Background: an optimization exercise with open tools, aiming at small area and a short achievable clock period. Do not read the settings as production practice.
Only simulation tests tie the RTL to the original design; equivalence was not proved.

Setup of violet:
// fft_3_8
module fft_3_8 #(
 parameter DBW = 8,
 parameter CBW = 3) (
 input                  clk,
 input                  rstx,
 input                  clear,
 input      [  DBW-1:0] din,
 output reg [2*DBW-1:0] dout );
Size: roughly 750 cells after synthesis, ~190 flip-flops, about 9000 sq um of cells after synthesis.
export LEC_CHECK = 0
export CAP_MARGIN = 20
export CORE_MARGIN = 2
export CORE_UTILIZATION = 40
export CTS_BUF_LIST = sky130_fd_sc_hd__clkbuf_8
export CTS_CLUSTER_DIAMETER = 100
export CTS_CLUSTER_SIZE = 30
export GPL_TIMING_DRIVEN = 0
export SETUP_SLACK_MARGIN = 5
export SLEW_MARGIN = 20
create_clock -name core_clock -period 9.5 [get_ports {clk}]
standard.sh (not shown) runs the stock make flow with config.mk's settings and CLKGATE_MAP_FILE= SYNTH_SCRIPT=/design/flow/synth_recipe.tcl, a recipe that flattens the netlist after the stock synthesis.
==> flow/flow/run.sh <==
#!/bin/bash
set -euo pipefail
MARGIN=${MARGIN:-6.5}
sed -e "s/SETUP_SLACK_MARGIN=[0-9.]*/SETUP_SLACK_MARGIN=$MARGIN/" \
    -e "s/ SLEW_MARGIN=/ BUFFER_PORTS_ARGS='-buffer_cell sky130_fd_sc_hd__buf_2' SLEW_MARGIN=/" \
    standard.sh > margin_flow.sh
bash margin_flow.sh > margin_flow.log 2>&1
violet completed; timing, DRC and antenna clean
### violet -> umber
# violet
export LEC_CHECK = 0
export CAP_MARGIN = 20
export CORE_MARGIN = 2
export CORE_UTILIZATION = 40
export CTS_BUF_LIST = sky130_fd_sc_hd__clkbuf_8
export CTS_CLUSTER_DIAMETER = 100
export CTS_CLUSTER_SIZE = 30
export GPL_TIMING_DRIVEN = 0
export SETUP_SLACK_MARGIN = 5
export SLEW_MARGIN = 20
create_clock -name core_clock -period 9.5 [get_ports {clk}]
# umber
export LEC_CHECK = 0
export CAP_MARGIN = 20
export CORE_MARGIN = 2
export CORE_UTILIZATION = 40
export CTS_BUF_LIST = sky130_fd_sc_hd__clkbuf_8
export CTS_CLUSTER_DIAMETER = 100
export CTS_CLUSTER_SIZE = 30
export SETUP_SLACK_MARGIN = 5
export SLEW_MARGIN = 20
create_clock -name core_clock -period 9.5 [get_ports {clk}]
Results
Diff violet -> umber: share of the clock period used by the worst path after layout decreased 0.82 points; design area decreased about 1.3%; reg2reg setup slack now sits higher; sequential cell count of the final layout did not really move.


The RTL this note starts from:
==> flow/design.v <==
module fft_3_8 #(
 parameter DBW = 8,
 parameter CBW = 3) (
 input                  clk,
 input                  rstx,
 input                  clear,
 input      [  DBW-1:0] din,
 output reg [2*DBW-1:0] dout );
reg [2:0] cnt;
always @(posedge clk or negedge rstx)
  if (!rstx)      cnt <= 3'd0;
  else if (clear) cnt <= 3'd0;
  else            cnt <= cnt + 3'd1;
wire [2:0] cntn = clear ? 3'd0 : cnt + 3'd1;
wire [7:0] ph  = 8'd1 << cnt;
wire [7:0] phn = 8'd1 << cntn;                       
reg [7:0] din_r, sr1, sr2, sr3, sr4, opb;
wire st1 = ph[5] | ph[6] | ph[7] | ph[0];
wire [9:0] sum = {{2{sr4[7]}}, sr4} + {{2{opb[7]}}, opb} + 10'd1;
wire [8:0] nd  = {opb[7], opb} - {sr4[7], sr4};
wire [7:0] s   = sum[8:1];
wire       sat = (sr4 == 8'h7f) && (opb == 8'h80);    
wire [7:0] q   = sat ? 8'h81 : nd[8:1];
always @(posedge clk) begin
  din_r <= din;
  sr1   <= st1 ? s : din_r;
  sr2   <= sr1;
  sr3   <= ph[1] ? s : sr2;              
  sr4   <= sr3;
  opb   <= (ph[0] | ph[1]) ? sr1 : ph[2] ? s : din;
end
reg [7:0] d0, d1, d2, d3;       
reg [7:0] c1, c5, x0, x4;       
always @(posedge clk) begin
  if (ph[5]) d0 <= q;
  if (ph[6]) d1 <= q;
  if (ph[7]) d2 <= q;
  if (ph[0]) d3 <= q;
  if (ph[1]) c1 <= q;
  if (ph[2]) c5 <= q;
  if (ph[3]) begin x0 <= s; x4 <= q; end
end
reg tneg, te;
always @(posedge clk) begin
  tneg <= phn[2] | phn[4];
  te   <= phn[2] | phn[3];
end
wire [8:0] tq3 = {{2{d1[7]}}, d1[7:1]} ^ {9{tneg}};
wire [8:0] tq7 = {{2{d3[7]}}, d3[7:1]};
wire [1:0] tk  = {1'b0, tneg} + {1'b0, te & d3[0]};
wire [8:0] tsum = tq3 + tq7 + {7'd0, tk};
reg  [8:0] t;
always @(posedge clk) t <= tsum;
wire [13:0] tx = {{5{t[8]}}, t};
wire [13:0] q1 = tx << 5, q2 = tx << 3, q3 = tx << 2;
wire [13:0] ps1 = q1 ^ q2 ^ q3;
wire [13:0] pc1 = {(q1[12:0] & q2[12:0]) | (q1[12:0] & q3[12:0]) | (q2[12:0] & q3[12:0]), 1'b0};
wire [13:0] ps2 = ps1 ^ pc1 ^ tx;
wire [13:0] pc2 = {(ps1[12:0] & pc1[12:0]) | (ps1[12:0] & tx[12:0]) | (pc1[12:0] & tx[12:0]), 1'b0};
wire [13:0] p45 = ps2 + pc2;
wire        pz  = t[5:0] == 6'd0;         
wire [7:0] u1 = ~{d0[7], d0[7:1]} + 8'd2;
wire [7:0] mi = ({d2[7], d2} + 9'd3) >> 1;
wire [7:0] ni = ~{d2[7], d2[7:1]} + 8'd2;
reg [7:0] wu, wm, wn, h1, h2, g1, g2;
reg       z1, z2, y1, y2;
always @(posedge clk) begin
  if (ph[3]) begin h1 <= p45[13:6]; z1 <= pz; end         
  if (ph[4]) begin h2 <= p45[13:6]; z2 <= pz; end         
  if (ph[5]) begin g1 <= p45[13:6]; y1 <= pz;             
                   wu <= u1; wm <= mi; wn <= ni; end
  if (ph[6]) begin g2 <= p45[13:6]; y2 <= pz; end         
end
reg rx0, rx4, rc1, rcx, rh, rg, rinv, rci, rzh, rzg;        
reg ic5, ic6, im, in, ih, ig, iinv, ione, izh, izg;         
always @(posedge clk or negedge rstx)
  if (!rstx) begin
    {rx0, rx4, rc1, rcx, rh, rg, rinv, rci, rzh, rzg} <= 10'b0010000100;
    {ic5, ic6, im, in, ih, ig, iinv, ione, izh, izg} <= 10'b1000000000;
  end else begin
    rx0  <= phn[6];                                    
    rx4  <= phn[7];                                    
    rc1  <= phn[0] | phn[1];                           
    rcx  <= phn[2] | phn[3] | phn[4] | phn[5];         
    rh   <= phn[2] | phn[3];
    rg   <= phn[4] | phn[5];
    rinv <= phn[3] | phn[4];
    rci  <= phn[7] | phn[0] | phn[1];
    rzh  <= phn[3];
    rzg  <= phn[4];
    ic5  <= phn[0];                                    
    ic6  <= phn[1];                                    
    im   <= phn[2] | phn[3];
    in   <= phn[4] | phn[5];
    ih   <= phn[2] | phn[3];
    ig   <= phn[4] | phn[5];
    iinv <= phn[3] | phn[5];
    ione <= phn[0] | phn[1];
    izh  <= phn[3];
    izg  <= phn[5];
  end
wire [8:0] are = ({9{rx0}} & {x0, 1'b0})
               | ({9{rx4}} & {~x4, 1'b1})
               | ({9{rc1}} & ~{c1[7], c1})
               | ({9{rcx}} & {wu[7], wu});
wire [7:0] bre = (({8{rh}} & h1) | ({8{rg}} & g1)) ^ {8{rinv}};
wire [8:0] bre9 = {bre[7], bre} | {8'd0, rc1};
wire       cre = rci | (rzh & z1) | (rzg & y1);
wire [8:0] vre = are + bre9 + {8'd0, cre};
wire [8:0] aim = ({9{ic5}} & {c5[7], c5})
               | ({9{ic6}} & ~{c5[7], c5})
               | ({9{im}} & {wm[7], wm})
               | ({9{in}} & {wn[7], wn});
wire [7:0] bim = (({8{ih}} & h2) | ({8{ig}} & g2)) ^ {8{iinv}};
wire [8:0] bim9 = {bim[7], bim} | {8'd0, ic6};
wire       cim = ione | (izh & z2) | (izg & y2);
wire [8:0] vim = aim + bim9 + {8'd0, cim};
always @(posedge clk) dout <= {vim[8:1], vre[8:1]};
endmodule
clock: 9.5 ns
lec_check: 0
cap_margin: 20
core_margin: 2
core_utilization: 40
cts_cluster_diameter: 100
cts_cluster_size: 30
setup_slack_margin: 5
slew_margin: 20
Scripts as last shown in full above: flow/flow/run.sh
==> next run, changes <==
==> flow/flow/run.sh (replaced) <==
#!/bin/bash
set -euo pipefail
MARGIN=${MARGIN:-6.5}
sed "s/SETUP_SLACK_MARGIN=[0-9.]*/SETUP_SLACK_MARGIN=$MARGIN/" standard.sh > margin_flow.sh
bash margin_flow.sh > margin_flow.log 2>&1
Outcome:
- The new run produced a clean layout
- critical path depth fell by 7
- synthesized cell count is unchanged
==> next run, changes <==
==> flow/flow/run.sh (replaced) <==
#!/bin/bash
set -euo pipefail
MARGIN=${MARGIN:-7}
sed "s/SETUP_SLACK_MARGIN=[0-9.]*/SETUP_SLACK_MARGIN=$MARGIN/" standard.sh > margin_flow.sh
bash margin_flow.sh > margin_flow.log 2>&1
Effect: The changed run went through all stages and came out clean; global-route usage came out higher by 0.21 points; clock skew came out lower by 0.0075 ns; routed wire length came out higher by 1.9%; hold slack got worse by 0.0096 ns; cell area came out higher by 4.8%; synthesized cell count is unchanged; first-iteration DRC count came out lower by 27%; maximum frequency came out higher by 1.4%; setup slack improved by 0.040 ns.

## what the ideal ports hide
Ports are ideal in the flow. The routed layouts listed here were re-timed in OpenROAD. Step 1 sets driving cells, clkbuf_16 on the clock port and buf_2 on the other inputs (assumed; they add their load-dependent delay and slew). Step 2 adds t to the input delays and takes it off the output delays; t is the mean of the earliest and latest rising clock arrival at the registers after step 1. Input paths then give back, and output paths get back, about the clock's delay inside the block. Three values: no drivers, after step 1, after step 2; two values: the first two.
run | t (ns) | setup WS [ns] | worst setup path after step 2
violet | 0.504 | 6.562 / 6.562 / 6.562 | register to register
umber | 0.502 | 6.640 / 6.640 / 6.598 | input to register
the first run of note 2 | 0.513 | 6.619 / 6.593 / 6.619 | register to register
the second run of note 2 | 0.506 | 6.545 / 6.503 / 6.221 | input to register
the third run of note 2 | 0.498 | 6.585 / 6.585 / 6.585 | register to register
After both steps every run listed still meets setup and hold. For the second run of note 2, which loses most, drivers alone change the setup slack by -0.042 ns; drivers and shift together by -0.324 ns.
